This design comes from an exercise in tuning for small area, a short achievable clock period and few clock cycles per item on the open sky130 flow, not from production work. Function was checked by simulation only, so behaviour that the tests miss may differ from the original. Power and IR drop assume default switching activity.

## design/flow/design.v

```verilog
module subleq_status(
	input [7:0] da,
	input [7:0] db,
	output [7:0] r,
	output le0        
	);
wire [8:0] d = { da[7], da } - { db[7], db };
assign le0 = d[8] | (da == db);
assign r = (d[8] ^ d[7]) ? { d[8], {7{~d[8]}} } : d[7:0];
endmodule
module subleq_ram(
	input clk,
	input [5:0] ba0,
	input [5:0] ba1,
	input [5:0] ba2,
	input [5:0] ba3,
	output [31:0] bq,        
	input [7:0] rb,
	output [7:0] rq,
	input [7:0] wa,
	input [7:0] wd,
	input we
	);
function [7:0] mux4;
input [31:0] d;
input [1:0] s;
begin
	case (s)
		2'd0 : mux4 = d[7:0];
		2'd1 : mux4 = d[15:8];
		2'd2 : mux4 = d[23:16];
		default : mux4 = d[31:24];
	endcase
end
endfunction
wire [2047:0] cells;     
wire [31:0] p2q;
genvar k, w, j;
generate
	for (k = 0; k < 4; k = k + 1) begin : bank
		for (w = 0; w < 64; w = w + 1) begin : word
			reg [7:0] q;
			always @ (posedge clk) begin
				if (we && (wa == {w[5:0], k[1:0]}))
					q <= wd;
			end
			assign cells[8*(64*k + w) +: 8] = q;
		end
		wire [511:0] bc = cells[512*k +: 512];
		wire [5:0] a1 = (k == 0) ? ba0 : (k == 1) ? ba1 : (k == 2) ? ba2 : ba3;
		wire [5:0] a2 = rb[7:2];
		wire [127:0] l1;
		wire [31:0] l2;
		wire [127:0] m1;
		wire [31:0] m2;
		for (j = 0; j < 16; j = j + 1) begin : t1
			assign l1[8*j +: 8] = mux4(bc[32*j +: 32], a1[1:0]);
			assign m1[8*j +: 8] = mux4(bc[32*j +: 32], a2[1:0]);
		end
		for (j = 0; j < 4; j = j + 1) begin : t2
			assign l2[8*j +: 8] = mux4(l1[32*j +: 32], a1[3:2]);
			assign m2[8*j +: 8] = mux4(m1[32*j +: 32], a2[3:2]);
		end
		assign bq[8*k +: 8] = mux4(l2, a1[5:4]);
		assign p2q[8*k +: 8] = mux4(m2, a2[5:4]);
	end
endgenerate
assign rq = mux4(p2q, rb[1:0]);
endmodule
module led_io(
	input clk,
	input rst_n,
	input [7:0] wa,
	input [7:0] wd,
	input we,
	input hw_en,
	input [2:0] hw_sel,    
	input [7:0] hw_d,
	output [2:0] led  
	);
reg red;
reg green;
reg blue;
wire hw_ff = (hw_d == 8'hff);
wire w_ff = (wd == 8'hff);
always @ (posedge clk or negedge rst_n) begin
	if (~rst_n)
		red <= 1'b0;
	else if (hw_en & hw_sel[0])
		red <= hw_ff;
	else if (we && (wa == 8'hfd))
		red <= w_ff;
end
always @ (posedge clk or negedge rst_n) begin
	if (~rst_n)
		green <= 1'b0;
	else if (hw_en & hw_sel[1])
		green <= hw_ff;
	else if (we && (wa == 8'hfe))
		green <= w_ff;
end
always @ (posedge clk or negedge rst_n) begin
	if (~rst_n)
		blue <= 1'b0;
	else if (hw_en & hw_sel[2])
		blue <= hw_ff;
	else if (we && (wa == 8'hff))
		blue <= w_ff;
end
assign led = { ~red, ~blue, ~green };
endmodule
module subleq_regs_exec(
	input clk,
	input rst_n,
	output reg [5:0] ba0,
	output reg [5:0] ba1,
	output reg [5:0] ba2,
	output reg [5:0] ba3,
	input [31:0] bq,
	output [7:0] rb,
	input [7:0] rq,
	output reg [7:0] wa,
	output reg [7:0] wd,
	output reg we,
	output hw_en,
	output [2:0] hw_sel,
	output [7:0] da,
	output [7:0] db,
	input [7:0] r,
	input le0,
	input [7:0] write_adr_dat,
	input cpu_start,
	input write_address_set,
	input write_data_en,
	input read_start_set,
	input read_end_set,
	input read_stop,
	input start_trush,
	input start_step,
	input quit_cmd,
	input flushing_wq,
	output reg cpust_start,
	output [55:0] cpust_snd,
	output reg rdata_snd_start,
	output [23:0] rdata_snd,
	output reg trush_running
	);
localparam S_IDLE  = 3'd0;
localparam S_PREP  = 3'd1;
localparam S_FA    = 3'd2;
localparam S_FB    = 3'd3;
localparam S_DPREP = 3'd4;
localparam S_DF    = 3'd5;
localparam S_DWAIT = 3'd6;
reg [2:0] st;
reg running;
reg tp;             
reg [7:0] pc;
reg [7:0] Ar, Br, Cr;       
reg [7:0] tpc, tB, tC;      
reg [7:0] dar, dbr;
reg dx;                     
reg [7:0] dend;
function [5:0] bank_word;   
input [7:0] p;
input [1:0] k;
begin
	bank_word = p[7:2] + { 5'd0, (k < p[1:0]) };
end
endfunction
function [7:0] sel4;
input [31:0] d;
input [1:0] s;
begin
	case (s)
		2'd0 : sel4 = d[7:0];
		2'd1 : sel4 = d[15:8];
		2'd2 : sel4 = d[23:16];
		default : sel4 = d[31:24];
	endcase
end
endfunction
wire [5:0] ba [0:3];
assign ba[0] = ba0;
assign ba[1] = ba1;
assign ba[2] = ba2;
assign ba[3] = ba3;
wire [31:0] fq;
genvar k;
generate
	for (k = 0; k < 4; k = k + 1) begin : fwd
		wire hit = we & (wa[1:0] == k) & (wa[7:2] == ba[k]);
		assign fq[8*k +: 8] = hit ? wd : bq[8*k +: 8];
	end
endgenerate
wire [1:0] rot = (st == S_DF) ? wa[1:0] : pc[1:0];
wire [7:0] fA = sel4(fq, rot);
wire [7:0] fB = sel4(fq, rot + 2'd1);
wire [7:0] fC = sel4(fq, rot + 2'd2);
assign da = sel4(fq, Ar[1:0]);
assign db = rq;
assign rb = Br;
wire [7:0] pc3 = pc + 8'd3;
wire [7:0] npc = le0 ? Cr : pc3;
wire in_fb = (st == S_FB);
wire commit = in_fb & (~tp | (flushing_wq & ~quit_cmd));
wire abort = in_fb & tp & quit_cmd;
wire cont = running & ~quit_cmd;
always @ (posedge clk or negedge rst_n) begin
	if (~rst_n)
		st <= S_IDLE;
	else case (st)
		S_IDLE :
			if (cpu_start | start_step)
				st <= S_PREP;
			else if (read_end_set)
				st <= S_DPREP;
		S_PREP :
			st <= (running & quit_cmd & tp) ? S_IDLE : S_FA;
		S_FA :
			st <= (running & quit_cmd & tp) ? S_IDLE : S_FB;
		S_FB :
			if (abort)
				st <= S_IDLE;
			else if (commit)
				st <= cont ? S_FA : S_IDLE;
		S_DPREP :
			st <= S_DF;
		S_DF :
			st <= S_DWAIT;
		S_DWAIT :
			if (read_stop)
				st <= S_IDLE;
			else if (flushing_wq)
				st <= (dnext >= { 1'b0, dend }) ? S_IDLE : S_DPREP;
		default :
			st <= S_IDLE;
	endcase
end
always @ (posedge clk or negedge rst_n) begin
	if (~rst_n)
		running <= 1'b0;
	else if (quit_cmd)
		running <= 1'b0;
	else if (cpu_start)
		running <= 1'b1;
end
always @ (posedge clk or negedge rst_n) begin
	if (~rst_n)
		tp <= 1'b0;
	else if (commit)
		tp <= 1'b1;
	else if (flushing_wq)
		tp <= 1'b0;
end
always @ (posedge clk or negedge rst_n) begin
	if (~rst_n) begin
		cpust_start <= 1'b0;
		rdata_snd_start <= 1'b0;
	end else begin
		cpust_start <= commit;
		rdata_snd_start <= (st == S_DF);
	end
end
always @ (posedge clk or negedge rst_n) begin
	if (~rst_n)
		pc <= 8'd0;
	else if (start_trush)
		pc <= 8'd0;
	else if (cpu_start)
		pc <= write_adr_dat;
	else if (commit)
		pc <= npc;
end
always @ (posedge clk) begin
	if ((st == S_PREP) | (st == S_DPREP)) begin
		ba0 <= bank_word((st == S_DPREP) ? wa : pc, 2'd0);
		ba1 <= bank_word((st == S_DPREP) ? wa : pc, 2'd1);
		ba2 <= bank_word((st == S_DPREP) ? wa : pc, 2'd2);
		ba3 <= bank_word((st == S_DPREP) ? wa : pc, 2'd3);
	end else if ((st == S_FA) | (st == S_DF)) begin
		ba0 <= fA[7:2];
		ba1 <= fA[7:2];
		ba2 <= fA[7:2];
		ba3 <= fA[7:2];
	end else if (commit) begin
		ba0 <= le0 ? bank_word(Cr, 2'd0) : bank_word(pc3, 2'd0);
		ba1 <= le0 ? bank_word(Cr, 2'd1) : bank_word(pc3, 2'd1);
		ba2 <= le0 ? bank_word(Cr, 2'd2) : bank_word(pc3, 2'd2);
		ba3 <= le0 ? bank_word(Cr, 2'd3) : bank_word(pc3, 2'd3);
	end
end
always @ (posedge clk) begin
	if ((st == S_FA) | (st == S_DF)) begin
		Ar <= fA;
		Br <= fB;
		Cr <= fC;
	end
end
always @ (posedge clk) begin
	if (commit) begin
		tpc <= pc;
		tB <= Br;
		tC <= Cr;
		dar <= da;
		dbr <= db;
	end
end
always @ (posedge clk or negedge rst_n) begin
	if (~rst_n) begin
		we <= 1'b0;
		trush_running <= 1'b0;
	end else begin
		we <= commit | write_data_en | start_trush | (trush_running & (wa != 8'hff));
		if (start_trush)
			trush_running <= 1'b1;
		else if (wa == 8'hff)
			trush_running <= 1'b0;
	end
end
always @ (posedge clk) begin
	if (commit)
		wa <= Ar;
	else if (start_trush)
		wa <= 8'd0;
	else if (write_address_set | read_start_set)
		wa <= write_adr_dat;
	else if ((st == S_DWAIT) & flushing_wq)
		wa <= wa + 8'd3;
	else if (we & ~tp)
		wa <= wa + 8'd1;
end
always @ (posedge clk) begin
	if (commit)
		wd <= r;
	else if (start_trush)
		wd <= 8'd0;
	else if (write_data_en)
		wd <= write_adr_dat;
end
wire [8:0] dnext = { dx, wa } + 9'd3;
always @ (posedge clk) begin
	if (read_start_set)
		dx <= 1'b0;
	else if ((st == S_DWAIT) & flushing_wq)
		dx <= dnext[8];
end
always @ (posedge clk) begin
	if (read_end_set)
		dend <= write_adr_dat;
end
assign hw_en = write_data_en;
assign hw_sel[0] = we ? (wa == 8'hfc) : (wa == 8'hfd);
assign hw_sel[1] = we ? (wa == 8'hfd) : (wa == 8'hfe);
assign hw_sel[2] = we ? (wa == 8'hfe) : (wa == 8'hff);
assign cpust_snd = { tpc, wa, tB, tC, dar, dbr, wd };
assign rdata_snd = { Ar, Br, Cr };
endmodule
module subleq_core(
	input clk,
	input rst_n,
	input [7:0] write_adr_dat,
	input cpu_start,
	input write_address_set,
	input write_data_en,
	input read_start_set,
	input read_end_set,
	input read_stop,
	input start_trush,
	input start_step,
	input quit_cmd,
	input flushing_wq,
	output cpust_start,
	output [55:0] cpust_snd,
	output rdata_snd_start,
	output [23:0] rdata_snd,
	output trush_running,
	output [2:0] led
	);
wire [5:0] ba0, ba1, ba2, ba3;
wire [31:0] bq;
wire [7:0] rb;
wire [7:0] rq;
wire [7:0] wa;
wire [7:0] wd;
wire we;
wire hw_en;
wire [2:0] hw_sel;
wire [7:0] da, db, r;
wire le0;
led_io led_io (
	.clk(clk),
	.rst_n(rst_n),
	.wa(wa),
	.wd(wd),
	.we(we),
	.hw_en(hw_en),
	.hw_sel(hw_sel),
	.hw_d(write_adr_dat),
	.led(led)
	);
subleq_ram subleq_ram (
	.clk(clk),
	.ba0(ba0),
	.ba1(ba1),
	.ba2(ba2),
	.ba3(ba3),
	.bq(bq),
	.rb(rb),
	.rq(rq),
	.wa(wa),
	.wd(wd),
	.we(we)
	);
subleq_status subleq_status (
	.da(da),
	.db(db),
	.r(r),
	.le0(le0)
	);
subleq_regs_exec subleq_regs_exec (
	.clk(clk),
	.rst_n(rst_n),
	.ba0(ba0),
	.ba1(ba1),
	.ba2(ba2),
	.ba3(ba3),
	.bq(bq),
	.rb(rb),
	.rq(rq),
	.wa(wa),
	.wd(wd),
	.we(we),
	.hw_en(hw_en),
	.hw_sel(hw_sel),
	.da(da),
	.db(db),
	.r(r),
	.le0(le0),
	.write_adr_dat(write_adr_dat),
	.cpu_start(cpu_start),
	.write_address_set(write_address_set),
	.write_data_en(write_data_en),
	.read_start_set(read_start_set),
	.read_end_set(read_end_set),
	.read_stop(read_stop),
	.start_trush(start_trush),
	.start_step(start_step),
	.quit_cmd(quit_cmd),
	.flushing_wq(flushing_wq),
	.cpust_start(cpust_start),
	.cpust_snd(cpust_snd),
	.rdata_snd_start(rdata_snd_start),
	.rdata_snd(rdata_snd),
	.trush_running(trush_running)
	);
endmodule
```

## design/flow/run.sh

```bash
#!/bin/bash
# synth_recipe.tcl (not shown) runs the flow's synth.tcl, then flattens the netlist and writes it again
# the make line also repeats each setting of config.mk as NAME=value (left out here)
make -C /OpenROAD-flow-scripts/flow DESIGN_CONFIG=/design/flow/config.mk WORK_HOME=/design/flow/orfs CLKGATE_MAP_FILE= SYNTH_SCRIPT=/design/flow/synth_recipe.tcl finish
```

## design/flow/config.mk

```make
export PLATFORM = sky130hd
export DESIGN_NAME = subleq_core
export DESIGN_NICKNAME = subleq_core
export VERILOG_FILES = /design/flow/design.v
export SDC_FILE = /design/flow/constraint.sdc
export NUM_CORES = 4
export LEC_CHECK = 0
export CAP_MARGIN = 20
export CORE_MARGIN = 2
export CORE_UTILIZATION = 40
export SLEW_MARGIN = 20
```

## design/flow/constraint.sdc

```tcl
create_clock -name core_clock -period 10.0 [get_ports {clk}]
set_input_delay 2.0000 -clock core_clock [delete_from_list [all_inputs] [get_ports {clk}]]
set_output_delay 2.0000 -clock core_clock [all_outputs]
set_load 0.01 [all_outputs]
```

==> run notes <==
-- metrics by stage --
step           total power, mW  cells  worst slack [ns]   util  instance area [sq um]
3_5_place_dp              32.6   9142              2.91  0.422                 111000
3_3_place_gp              32.5   9140              2.82  0.422                 110000
5_1_grt                   42.4   9573              2.52  0.450                 118000
6_report                  41.1   9580              2.68  0.450                 118000
4_1_cts                   40.9   9565              2.88  0.449                 118000
2_1_floorplan             25.4   5751              2.84      -                 105000
-- worst paths after layout --
kind | depth (start not counted) | start | endpoint | slack, ns
max | 16 | subleq_regs_exec.ba2[0] | subleq_regs_exec.ba1[1] | 2.68
min | 2 | subleq_regs_exec.running | subleq_regs_exec.running | 0.53
max reg2reg | 16 | subleq_regs_exec.ba2[0] | subleq_regs_exec.ba1[1] | 2.68
min reg2reg | 2 | subleq_regs_exec.running | subleq_regs_exec.running | 0.53
max in group asynchronous | 1 | rst_n | led_io.blue | 8.52
min in group asynchronous | 1 | rst_n | subleq_regs_exec.st[2] | 1.08
-- cell usage after synthesis, types with 7 or more instances --
| cell | count | share of area |
|---|---|---|
| sky130_fd_sc_hd__edfxtp_1 | 2160 | 0.62 |
| sky130_fd_sc_hd__mux4_2 | 1092 | 0.23 |
| sky130_fd_sc_hd__nor2_1 | 425 | 0.015 |
| sky130_fd_sc_hd__mux2i_1 | 286 | 0.027 |
| sky130_fd_sc_hd__nand2_1 | 243 | 0.0087 |
| sky130_fd_sc_hd__clkbuf_1 | 193 | 0.0069 |
| sky130_fd_sc_hd__buf_2 | 139 | 0.0066 |
| sky130_fd_sc_hd__o21ai_0 | 100 | 0.0048 |
| sky130_fd_sc_hd__a21oi_1 | 97 | 0.0046 |
| sky130_fd_sc_hd__a22oi_1 | 65 | 0.0046 |
| sky130_fd_sc_hd__inv_1 | 58 | 0.0021 |
| sky130_fd_sc_hd__mux2_2 | 55 | 0.0059 |
| sky130_fd_sc_hd__o22ai_1 | 50 | 0.0030 |
| sky130_fd_sc_hd__xor2_1 | 49 | 0.0041 |
| sky130_fd_sc_hd__ha_1 | 43 | 0.0051 |
| sky130_fd_sc_hd__nor2b_1 | 42 | 0.0025 |
| sky130_fd_sc_hd__buf_1 | 41 | 0.0015 |
| sky130_fd_sc_hd__nor3_1 | 41 | 0.0020 |
| sky130_fd_sc_hd__a211oi_1 | 40 | 0.0029 |
| sky130_fd_sc_hd__buf_4 | 39 | 0.0028 |
| sky130_fd_sc_hd__nand3_1 | 39 | 0.0019 |
| sky130_fd_sc_hd__xnor2_1 | 35 | 0.0029 |
| sky130_fd_sc_hd__nand2b_1 | 24 | 0.0014 |
| sky130_fd_sc_hd__a221oi_1 | 22 | 0.0018 |
| sky130_fd_sc_hd__o221ai_1 | 22 | 0.0018 |
| sky130_fd_sc_hd__nand4_1 | 21 | 0.0012 |
| sky130_fd_sc_hd__and2_1 | 20 | 0.0012 |
| sky130_fd_sc_hd__dfrtp_1 | 20 | 0.0048 |
| sky130_fd_sc_hd__o211ai_1 | 20 | 0.0014 |
| sky130_fd_sc_hd__a22o_1 | 16 | 0.0013 |
| sky130_fd_sc_hd__nor4_1 | 15 | 0.00089 |
| sky130_fd_sc_hd__a31oi_1 | 14 | 0.00083 |
| sky130_fd_sc_hd__and3_1 | 13 | 0.00077 |
| sky130_fd_sc_hd__buf_6 | 13 | 0.0014 |
| sky130_fd_sc_hd__or3_1 | 12 | 0.00071 |
| sky130_fd_sc_hd__a21o_1 | 11 | 0.00078 |
| sky130_fd_sc_hd__a221o_1 | 11 | 0.0010 |
| sky130_fd_sc_hd__or2_2 | 11 | 0.00065 |
| sky130_fd_sc_hd__nand3b_1 | 9 | 0.00064 |
| sky130_fd_sc_hd__o2111ai_1 | 9 | 0.00075 |
| sky130_fd_sc_hd__a2111oi_0 | 8 | 0.00067 |
| sky130_fd_sc_hd__o31ai_1 | 8 | 0.00057 |
| sky130_fd_sc_hd__or4_1 | 7 | 0.00050 |
-- report_power, final --
part           internal [mW]  total, mW  switching (mW)  leakage, nW
Combinational           7.79       20.2            12.4         13.7
Sequential              12.0       12.5           0.567         19.9
Clock                   4.63       8.33            3.70         3.52
-- final cells by class --
type	instances	area, sq um
antenna	10	25.0
clock buffer	271	5880
clock inverter	152	1330
fill	22400	144000
inverter	67	251
multi-input combinational	3074	37600
sequential	2181	65400
tap	3515	4400
timing repair buffer	310	3000
-- layer usage --
layer	GRT usage	vias up
met5	0	-
met4	0.109	10
met3	0.0547	633
met2	0.388	3815
met1	0.354	33300
li1	-	24400
-- cells by family after synthesis --
group                    count (synthesis)
multiplexers                          1433
AO/OA/AOI/OAI                          570
AND/OR/NAND/NOR                        942
buffers and inverters                  496
XOR/XNOR                                84
flip-flops                            2181
adder cells (fa/ha/maj)                 45
-- critical path: cells and delay by family (launching register included) --
| family | cells | cell delay (ns) |
|---|---|---|
| simple gates | 3 | 1.28 |
| flops | 1 | 0.87 |
| fa+ha+maj | 1 | 0.39 |
| compound gates | 5 | 1.20 |
| buf+inv | 3 | 1.02 |
| mux | 4 | 2.18 |
==> run notes <==
Timing
For this run, the top clock speed supported by timing is approximately 140 MHz. The worst relative slew slack is 0.175. The final critical-path share of the clock period is 0.732.

The number of hold violations in the final report is 0. Adding up every negative setup slack in the final design gives 0 ns. The setup violation total in the final timing report is 0. The count of pins over their slew limit is 0. The post-route clock skew is 0.0475 ns.

For the pin with the worst max-slew slack, the measured transition is between 1 and 1.5 ns. The worst hold slack across all endpoints is 0.533 ns. The minimum period implied by the final worst setup slack is 7.32 ns. Setup repair after global routing left no endpoint under its margin.

Global routing
Across every metal layer, demand over resource in global routing totals 0.255. The global-route congestion overflow total is 0. The first-pass GRT wire length is 481000 um. The largest net degree at the start of global routing is roughly 260. The number of antenna violations at the first check in global routing came to 14. The via count of the first global-routing pass is 61500.

Min path
The min-delay analysis places its worst path in the category flop to flop.

Setup path
The kind of critical path is flop to flop. The largest incremental delay on the critical path is 0.91 ns. The slowest library cell on the worst path is sky130_fd_sc_hd__nor4_1. The critical path data required time is between 10 and 15 ns.

By instance count, the cell type seen most on the critical path is sky130_fd_sc_hd__mux4_2. Along the worst path, the maximum fanout reaches 46. The critical path goes through buf_12 > mux4_2 > mux4_2 > a22o_1 > nor4_1 > a221oi_1 > mux4_2 > ha_1 > nand4_1 > o2111a_1 > nor3_2 > buf_4 > buf_4 > mux2_2 > a21oi_1 > o21ai_0. STA classifies the critical path startpoint as a flop. The data arrival at the endpoint of the critical path is 7.95 ns. The worst setup path is captured at a flop.

Floorplan
The top-level I/O count is 106. The floorplan core area is 262000 sq um. The floorplan die area is 267000 sq um. The die is 517 um wide. The y dimension of the die is 517 um. The starting density of the core is 0.402. The number of placement rows is 188.

Logic synthesis
The fraction of registers with async set or reset after synthesis is 0.00917. The portion of synthesized area spent on multiplexers is 0.267. The count of flip-flops with a built-in enable after synthesis is 2160. The post-synthesis xor/xnor area fraction is 0.00699.

The adder and majority cell fraction of the synthesized area is 0.00549. After synthesis, the netlist uses 82 different library cells. The dominant synthesized flop cell is sky130_fd_sc_hd__edfxtp_1.

The cell count after synthesis is 5751. The cell area that synthesis handed to floorplanning was 105000 sq um. Synthesis inferred 2181 register bits. The Yosys step of the flow raised 3 warnings. The per-instance average area after synthesis is 18.3 sq um. The complex-gate fraction of the synthesized area is 0.0373. The share of synthesized cell area in and, or, nand and nor gates is 0.0398.

By area, the combinational part of the netlist is dominated by multiplexers. The sequential-to-total area share from yosys stat is 0.621. The synthesized net count is 5816.

Final layout
The register ranked first by flip-flop count is subleq_ram.bank.word.q. The library cell used most frequently in the layout, excluding fill and tap cells, is sky130_fd_sc_hd__edfxtp_1. The library cells used most frequently in the layout, excluding fill and tap cells, are 2160 x sky130_fd_sc_hd__edfxtp_1, 1092 x sky130_fd_sc_hd__mux4_2, 387 x sky130_fd_sc_hd__nor2_1. The share of post-route cells with drive strength above 1 is 0.289. The flip-flop count of the largest register after layout is 2048. The area added between synthesis and finish is 12.0%. The layout net count is a little under 6000.

Drt
The detailed-routed wire length on met3 is ~34000 um. The wire length on met1 is 134000 um. The routed design has 342000 um of wire. In this run the top signal layer used is met5. The violation count after the first detailed-routing iteration is 9296. The number of detailed-routing iterations run before antenna repair is 6. After detailed routing, the number of remaining DRC violations is 0. In the final routed layout, each cell accounts on average for 35.7 um. After detailed routing, the number of vias per cell comes to 6.50. The remaining antenna violation count after routing is 0. The number of vias after detailed routing is 62200. Summed over all nets, wire length on met2 after detailed routing comes to 157000 um.

Clocking
The count of cells resized by post-cts repair is 0. The tree is rooted in a sky130_fd_sc_hd__clkbuf_16. TritonCTS built the clock tree. The clock slew at the register clock pins of the worst setup and hold paths is 0.06 ns. The clock tree synthesis step divided the H-tree into 4 levels. The clock passes through at most 3 buffers.

The number of setup buffers added after CTS is 0. Clock tree synthesis found a total of approximately 2200 sinks. The later pin in the worst-skew pair is clocked with a latency of 0.90 ns. In this run, post-CTS hold repair placed 0 buffers. In this run, CTS created clock tree buffers numbering 225.

Placed design
The placed wire-length estimate is 218000 um. The total of buffers placed on input and output ports is 105. The placer's final routability congestion estimate is 0.950.

Power
The static leakage power is 37.1 nW. The areal power density over the cells is between 300 and 400 nW/um^2. The worst-case IR drop observed on VDD is 0.457 mV.

Status
The flow ran to the end and the layout has no timing, DRC or antenna violations.

Run
The reported max-cap violation count is 0.
Testbench counts, summed over its fixed seeds: cycles 48,016, instrs 24,000.

what the ideal ports hide:
In the flow no input, the clock included, has a driving cell. The finished layout below was timed again as built, in two steps. Step 1, drivers: a clkbuf_16 drives clk and a buf_2 each remaining input, both assumed. Step 2 times the ports against the registers' clock, not the clock port: input delays grow and output delays shrink by t, the midpoint of the rising clock arrivals with the driver on. Three values: ideal ports, drivers, drivers and shift; two values: the first two.
t, ns: 0.974
setup slack, ns: 2.676 / 2.676 / 2.676
slew at the worst register clock pin (ns): 0.08 / 0.08
After both steps this run still meets setup and hold. For this run, drivers alone change the setup slack by 0.000 ns; drivers and shift together by 0.000 ns.
